Background: an optimization exercise with open tools, aiming at small area. Do not read the settings as production practice.
Only simulation tests tie the RTL to the original design; equivalence was not proved.
No activity file was given, so power comes from the tool's default toggle rates.

==> flow/design.v <==
module window_gen #(
    parameter int DATA_W = 8,
    parameter int IMG_W  = 32
)(
    input  logic              clk,
    input  logic              pixel_vld,
    input  logic [DATA_W-1:0] pixel_in,
    output logic [DATA_W-1:0] tap32,
    output logic [DATA_W-1:0] tap64
);
    logic [DATA_W-1:0] sr [0:2*IMG_W-1];
    always_ff @(posedge clk) begin
        if (pixel_vld) begin
            sr[0] <= pixel_in;
            for (int i = 1; i < 2*IMG_W; i++)
                sr[i] <= sr[i-1];
        end
    end
    assign tap32 = sr[IMG_W-1];
    assign tap64 = sr[2*IMG_W-1];
endmodule
module gaussian_blur (
  input  logic        clk,
  input  logic        rst_n,
  input  logic [7:0]  pixel_in,
  input  logic        pixel_vld,
  output logic [7:0]  pixel_out,
  output logic        pixel_vld_out
);
  localparam int IMG_W = 32;
  localparam int IMG_H = 24;
  logic [7:0] tap32, tap64;
  window_gen #(.DATA_W(8), .IMG_W(IMG_W)) win0 (
    .clk      (clk),
    .pixel_vld(pixel_vld),
    .pixel_in (pixel_in),
    .tap32    (tap32),
    .tap64    (tap64)
  );
  logic [8:0]  cs_s;
  logic [9:0]  cs_c;
  logic [10:0] rc0;
  logic [9:0]  vin;
  assign cs_s[0] = tap64[0] ^ pixel_in[0];
  assign cs_c[0] = 1'b0;
  assign cs_c[1] = tap64[0] & pixel_in[0];
  for (genvar i = 1; i < 8; i++) begin : g_csa0
    assign {cs_c[i+1], cs_s[i]} = tap64[i] + pixel_in[i] + tap32[i-1];
  end
  assign cs_s[8] = tap32[7];
  assign cs_c[9] = 1'b0;
  assign rc0[0] = 1'b0;
  for (genvar i = 0; i < 10; i++) begin : g_cpa0
    logic a;
    assign a = (i < 9) ? cs_s[i] : 1'b0;
    assign {rc0[i+1], vin[i]} = a + cs_c[i] + rc0[i];
  end
  logic [9:0] v0, v1, v2;
  always_ff @(posedge clk) begin
    if (pixel_vld) begin
      v0 <= vin;
      v1 <= v0;
      v2 <= v1;
    end
  end
  logic [11:0] sum;
  logic [10:0] ss_s;
  logic [11:0] ss_c;
  logic [12:0] rc1;
  assign ss_s[0] = v2[0] ^ v0[0];
  assign ss_c[0] = 1'b0;
  assign ss_c[1] = v2[0] & v0[0];
  for (genvar i = 1; i < 10; i++) begin : g_csa1
    assign {ss_c[i+1], ss_s[i]} = v2[i] + v0[i] + v1[i-1];
  end
  assign ss_s[10] = v1[9];
  assign ss_c[11] = 1'b0;
  assign rc1[0] = 1'b0;
  for (genvar i = 0; i < 12; i++) begin : g_cpa1
    logic a;
    assign a = (i < 11) ? ss_s[i] : 1'b0;
    assign {rc1[i+1], sum[i]} = a + ss_c[i] + rc1[i];
  end
  logic [1:0] vld_pipe;
  always_ff @(posedge clk or negedge rst_n) begin
    if (!rst_n) begin
      vld_pipe      <= 2'b0;
      pixel_vld_out <= 1'b0;
    end else begin
      vld_pipe      <= {vld_pipe[0], pixel_vld};
      pixel_vld_out <= vld_pipe[1];
    end
  end
  logic [$clog2(IMG_W)-1:0] col_cnt;
  logic [$clog2(IMG_H)-1:0] row_cnt;
  always_ff @(posedge clk or negedge rst_n) begin
    if (!rst_n) begin
      col_cnt <= '0;
      row_cnt <= '0;
    end else if (vld_pipe[1]) begin
      col_cnt <= col_cnt + 1'b1;
      if (&col_cnt)
        row_cnt <= (row_cnt == 5'(IMG_H-1)) ? '0 : row_cnt + 1'b1;
    end
  end
  always_ff @(posedge clk) begin
    if (row_cnt == 0)
      pixel_out <= sum[9:2];
    else
      pixel_out <= sum[11:4];
  end
endmodule
Settings: LEC_CHECK=0, CAP_MARGIN=20, CORE_MARGIN=2, CORE_UTILIZATION=40, GPL_ROUTABILITY_DRIVEN=0, GPL_TIMING_DRIVEN=0, SLEW_MARGIN=20; clock period 5.0 ns.
standard.sh (not shown) runs the stock make flow with config.mk's settings and CLKGATE_MAP_FILE= SYNTH_SCRIPT=/design/flow/synth_recipe.tcl, a recipe that flattens the netlist after the stock synthesis.
==> flow/flow/run.sh <==
#!/bin/bash
# Own layout flow: the standard ORFS flow with small port buffers and a
# lean clock tree (no dummy clock loads). Tool output goes to standard.log.
set -euo pipefail
export BUFFER_PORTS_ARGS="-buffer_cell sky130_fd_sc_hd__buf_1"
export CTS_ARGS="-sink_clustering_enable -repair_clock_nets -dont_use_dummy_load -buf_list sky130_fd_sc_hd__clkbuf_8 -sink_clustering_size 20 -sink_clustering_max_diameter 60"
bash standard.sh > standard.log 2>&1
The baseline finished with timing, DRC and antenna clean.
Rerun with:
==> flow/flow/run.sh (replaced) <==
#!/bin/bash
# Own layout flow: the standard ORFS flow with small port buffers and a
# lean clock tree (no dummy clock loads). Tool output goes to standard.log.
set -euo pipefail
export BUFFER_PORTS_ARGS="-buffer_cell sky130_fd_sc_hd__buf_1"
export CTS_ARGS="-sink_clustering_enable -repair_clock_nets -dont_use_dummy_load -buf_list sky130_fd_sc_hd__clkbuf_8 -sink_clustering_size 22 -sink_clustering_max_diameter 45"
bash standard.sh > standard.log 2>&1
Settings changed: GPL_ROUTABILITY_DRIVEN 0 to not set, GPL_TIMING_DRIVEN 0 to not set.
After rerunning:
- total power grows by 2.1%
- final area shrinks by 0.74%
- worst hold slack gets worse by 0.0040 ns
- first-iteration DRC count grows by 21%
- final cell count hardly moves
- non-clock buffer count shrinks by 13
Rerun with:
==> flow/flow/run.sh (replaced) <==
#!/bin/bash
# Own layout flow: the standard ORFS flow with small port buffers and a
# lean clock tree (no dummy clock loads). Tool output goes to standard.log.
set -euo pipefail
export BUFFER_PORTS_ARGS="-buffer_cell sky130_fd_sc_hd__buf_1"
export CTS_ARGS="-sink_clustering_enable -repair_clock_nets -dont_use_dummy_load -buf_list sky130_fd_sc_hd__clkbuf_8 -sink_clustering_size 24 -sink_clustering_max_diameter 60"
bash standard.sh > standard.log 2>&1
Settings changed: CORE_UTILIZATION 40 to 70.
Result:
- first-iteration DRC count came out lower by 27%
- non-clock buffer count came out higher by 9
- via count hardly moves
- design area came out lower by 1.9%
- clock-buffer cell count came out lower by 8
- clock skew came out lower by 0.023 ns
- routed wire length came out lower by 2.7%
Rerun with:
==> flow/flow/run.sh (replaced) <==
#!/bin/bash
# Own layout flow: the standard ORFS flow with smaller port buffers and a
# leaner clock tree (no dummy clock loads). Each tool's output goes to its own
# log in the work folder.
set -euo pipefail
export BUFFER_PORTS_ARGS="-buffer_cell sky130_fd_sc_hd__buf_1"
export CTS_ARGS="-sink_clustering_enable -repair_clock_nets -buf_list sky130_fd_sc_hd__clkbuf_8 -sink_clustering_size 20 -sink_clustering_max_diameter 60 -dont_use_dummy_load"
bash standard.sh > standard.log 2>&1
Settings changed: CORE_UTILIZATION 70 to 40, CTS_BUF_LIST set to sky130_fd_sc_hd__clkbuf_8, CTS_CLUSTER_DIAMETER set to 60, CTS_CLUSTER_SIZE set to 20.
Effect:
- cell area climbs by 1.2%
- clock-buffer cell count goes down by 1
- via count goes down by 1.2%
- synthesized cell count is unchanged
- hold slack gains 0.030 ns
- combinational power came out lower by about 3%
- utilization came out lower by 32 points
- maximum frequency grows by 0.57%
- total power hardly moves
- sequential power stays flat

* * *

Setup of alpha:
// gaussian_blur: RTL as listed in full above, without the edits since
clock: 5.0 ns
lec_check: 0
cap_margin: 20
core_margin: 2
core_utilization: 40
slew_margin: 20
==> flow/flow/run.sh <==
#!/bin/bash
# Own layout flow: the standard ORFS flow with small port buffers and a
# lean clock tree (no dummy clock loads). Tool output goes to standard.log.
set -euo pipefail
export BUFFER_PORTS_ARGS="-buffer_cell sky130_fd_sc_hd__buf_1"
export CTS_ARGS="-sink_clustering_enable -repair_clock_nets -dont_use_dummy_load -buf_list sky130_fd_sc_hd__clkbuf_8 -sink_clustering_size 22 -sink_clustering_max_diameter 55"
bash standard.sh > standard.log 2>&1
For beta, these inputs were changed with respect to alpha:
==> flow/flow/run.sh <==
#!/bin/bash
# Own layout flow: the standard ORFS flow with small port buffers and a
# lean clock tree (no dummy clock loads). Tool output goes to standard.log.
set -euo pipefail
export BUFFER_PORTS_ARGS="-buffer_cell sky130_fd_sc_hd__buf_1"
export CTS_ARGS="-sink_clustering_enable -repair_clock_nets -dont_use_dummy_load -buf_list sky130_fd_sc_hd__clkbuf_8 -root_buf sky130_fd_sc_hd__clkbuf_1 -tree_buf sky130_fd_sc_hd__clkbuf_1 -sink_clustering_buffer sky130_fd_sc_hd__clkbuf_8 -sink_clustering_size 20 -sink_clustering_max_diameter 60"
bash standard.sh > standard.log 2>&1
Notes after the runs:
From alpha to beta the numbers moved as follows: worst hold slack has decreased; worst stage delay on the critical path shows no meaningful change; total wirelength of the detailed-routed design about even.
Relative to alpha, worst max-slew margin expressed relative to the limit has increased by 1.0 points in beta.
Relative to alpha, the number of clock buffers in the layout measured on beta has decreased by a few percent.
Share of total power in the clock network delta for beta relative to alpha: 1.2 points lower

* * *

Setup of oak:
RTL: the design.v shown in full above, as it stands there.
==> flow/config.mk <==
export PLATFORM = sky130hd
export DESIGN_NAME = gaussian_blur
export DESIGN_NICKNAME = gaussian_blur
export VERILOG_FILES = /design/flow/design.v
export SDC_FILE = /design/flow/constraint.sdc
export NUM_CORES = 4
export LEC_CHECK = 0
export CAP_MARGIN = 20
export CORE_MARGIN = 2
export CORE_UTILIZATION = 40
export SLEW_MARGIN = 20
==> flow/constraint.sdc <==
create_clock -name core_clock -period 5.0 [get_ports {clk}]
set_input_delay 1.0000 -clock core_clock [delete_from_list [all_inputs] [get_ports {clk}]]
set_output_delay 1.0000 -clock core_clock [all_outputs]
set_load 0.01 [all_outputs]
==> flow/flow/run.sh <==
#!/bin/bash
# Own layout flow: the standard ORFS flow with small port buffers and a
# lean clock tree (no dummy clock loads). Tool output goes to standard.log.
set -euo pipefail
export BUFFER_PORTS_ARGS="-buffer_cell sky130_fd_sc_hd__buf_1"
export CTS_ARGS="-sink_clustering_enable -repair_clock_nets -dont_use_dummy_load -buf_list sky130_fd_sc_hd__clkbuf_8 -sink_clustering_size 22 -sink_clustering_max_diameter 60"
bash standard.sh > standard.log 2>&1
The following lists how pine was set up differently from oak:
==> flow/flow/run.sh <==
#!/bin/bash
# Own layout flow: the standard ORFS flow with small port buffers and a
# lean clock tree (no dummy clock loads). Tool output goes to standard.log.
set -euo pipefail
export BUFFER_PORTS_ARGS="-buffer_cell sky130_fd_sc_hd__buf_1"
export CTS_ARGS="-sink_clustering_enable -repair_clock_nets -dont_use_dummy_load -buf_list sky130_fd_sc_hd__clkbuf_8 -root_buf sky130_fd_sc_hd__clkbuf_2 -tree_buf sky130_fd_sc_hd__clkbuf_2 -sink_clustering_buffer sky130_fd_sc_hd__clkbuf_8 -sink_clustering_size 20 -sink_clustering_max_diameter 60"
bash standard.sh > standard.log 2>&1
## What came out
The number of antenna violations at the first check in global routing number comes out lower for oak vs pine.
Share of the final layout cell area in sequential cells of oak is on par with pine.
Between oak and pine, the flow reports detailed-route wire length increasing slightly.
Changes in birch relative to pine:
==> flow/flow/run.sh <==
#!/bin/bash
# Own layout flow: the standard ORFS flow with small port buffers and a
# lean clock tree (no dummy clock loads). Tool output goes to standard.log.
set -euo pipefail
export BUFFER_PORTS_ARGS="-buffer_cell sky130_fd_sc_hd__buf_1"
export CTS_ARGS="-sink_clustering_enable -repair_clock_nets -dont_use_dummy_load -buf_list sky130_fd_sc_hd__clkbuf_16 -sink_clustering_size 32 -sink_clustering_max_diameter 60"
bash standard.sh > standard.log 2>&1
-- flow/config.mk --
<<< pine, line 8
export CAP_MARGIN = 20
export CORE_MARGIN = 2
export CORE_UTILIZATION = 40
export SLEW_MARGIN = 20
>>> birch, line 8
export CAP_MARGIN = 20
export CORE_MARGIN = 2
export CORE_UTILIZATION = 70
export SLEW_MARGIN = 20
[summary]
- birch -> pine: total setup violations reported at the end of the flow delta 0, exact match
- Summary — final period utilization, birch relative to pine: higher, by 0.47 points.
- Compared birch vs pine, and design area is up in birch.
Input changes introduced in maple (baseline for comparison: birch):
==> flow/flow/run.sh <==
#!/bin/bash
# Own layout flow: the standard ORFS flow with small port buffers and a
# lean clock tree (no dummy clock loads). Tool output goes to standard.log.
set -euo pipefail
export BUFFER_PORTS_ARGS="-buffer_cell sky130_fd_sc_hd__buf_1"
export CTS_ARGS="-sink_clustering_enable -repair_clock_nets -dont_use_dummy_load -buf_list sky130_fd_sc_hd__clkbuf_16 -sink_clustering_size 30 -sink_clustering_max_diameter 70"
bash standard.sh > standard.log 2>&1
-- flow/config.mk --
<<< birch, line 8
export CAP_MARGIN = 20
export CORE_MARGIN = 2
export CORE_UTILIZATION = 70
export SLEW_MARGIN = 20
>>> maple, line 8
export CAP_MARGIN = 20
export CORE_MARGIN = 2
export CORE_UTILIZATION = 40
export SLEW_MARGIN = 20
Findings:
- Higher clock power among birch and maple: birch
- Worst setup margin in maple vs birch: up 0.013 ns
- maple: amount of wire on met2 after detailed routing 1500 µm below birch
- birch → maple: non-clock buffer count went down by about 26%, slew of the pin with the lowest slew margin went down 0.031 ns.
- Routing usage on met1: maple vs birch down 12 points
- maple has via count of the first global-routing pass below what birch had.
- In the flow results for birch and maple, the worst slack at placement is smaller on birch.
- Number of primary I/O pins: birch vs maple identical
- Share of the clock period used by the worst path after layout, birch and maple: larger value in birch
- On total power draw, maple does better than birch.
What cedar does differently from maple at the input level:
==> flow/flow/run.sh <==
#!/bin/bash
# Own layout flow: the standard ORFS flow with small port buffers and a
# lean clock tree (no dummy clock loads). Tool output goes to standard.log.
set -euo pipefail
export BUFFER_PORTS_ARGS="-buffer_cell sky130_fd_sc_hd__buf_1"
export CTS_ARGS="-sink_clustering_enable -repair_clock_nets -dont_use_dummy_load -buf_list sky130_fd_sc_hd__clkbuf_8 -sink_clustering_size 20 -sink_clustering_max_diameter 60"
bash standard.sh > standard.log 2>&1
-- flow/config.mk --
<<< maple, line 6
export NUM_CORES = 4
export LEC_CHECK = 0
export CAP_MARGIN = 20
export CORE_MARGIN = 2
export CORE_UTILIZATION = 40
export SLEW_MARGIN = 20
>>> cedar, line 6
export NUM_CORES = 4
export LEC_CHECK = 0
export CAP_MARGIN = 0
export CORE_MARGIN = 2
export CORE_UTILIZATION = 40
export SLEW_MARGIN = 0
Findings:
[cedar] sum of met3 wire segment lengths after detailed routing fell about 22% relative to maple
Per the comparison of cedar with maple, worst hold slack higher, final worst slack up 0.0043 ns, final area lost 0.88%, final cell count higher.
Between cedar and maple, the difference in multi-input logic portion of the cell area is negligible.
Delta (cedar minus maple): share of total power in combinational logic went up by 0.3 points, final core utilization has decreased, final wirelength went up 0.47%.

[what the ideal ports hide]
Ports are ideal in the flow. The routed layouts listed here were re-timed in OpenROAD. Step 1 assumes that a clkbuf_16 drives the clock port and a buf_2 every other input. Step 2 times the ports against the registers' clock, not the clock port: input delays grow and output delays shrink by t, the midpoint of the rising clock arrivals with the driver on. Three values: ideal, step 1, step 2; two values: the first two.
run	t (ns)	slack for setup (ns)	hold slack, ns	worst setup path after step 2	worst data-port slew with drivers (ns)
the first run of note 1	0.605	0.168 / 0.168 / -0.185	0.359 / 0.359 / 0.359	input to register	0.03
the second run of note 1	0.615	0.206 / 0.206 / -0.089	0.355 / 0.355 / 0.355	input to register	0.03
the third run of note 1	0.568	0.163 / 0.163 / -0.161	0.351 / 0.351 / 0.351	input to register	0.04
the fourth run of note 1	0.595	0.191 / 0.191 / -0.140	0.381 / 0.381 / 0.381	input to register	0.03
alpha	0.593	0.199 / 0.199 / -0.126	0.380 / 0.380 / 0.380	input to register	0.03
beta	1.311	0.160 / 0.160 / -0.703	0.283 / 0.262 / 0.337	input to register	0.03
oak	0.666	0.220 / 0.220 / -0.150	0.383 / 0.369 / 0.383	input to register	0.03
pine	0.853	0.196 / 0.196 / -0.147	0.195 / 0.177 / 0.377	input to register	0.03
birch	0.553	0.173 / 0.173 / -0.186	0.349 / 0.349 / 0.349	input to register	0.04
maple	0.597	0.186 / 0.186 / -0.110	0.361 / 0.361 / 0.361	input to register	0.03
cedar	0.595	0.191 / 0.191 / -0.140	0.381 / 0.381 / 0.381	input to register	0.03
Met with ideal ports but missed after step 2: setup timing in every run listed. The setup slack of beta, which loses most, moves by 0.000 ns with the drivers and by -0.863 ns with both steps.
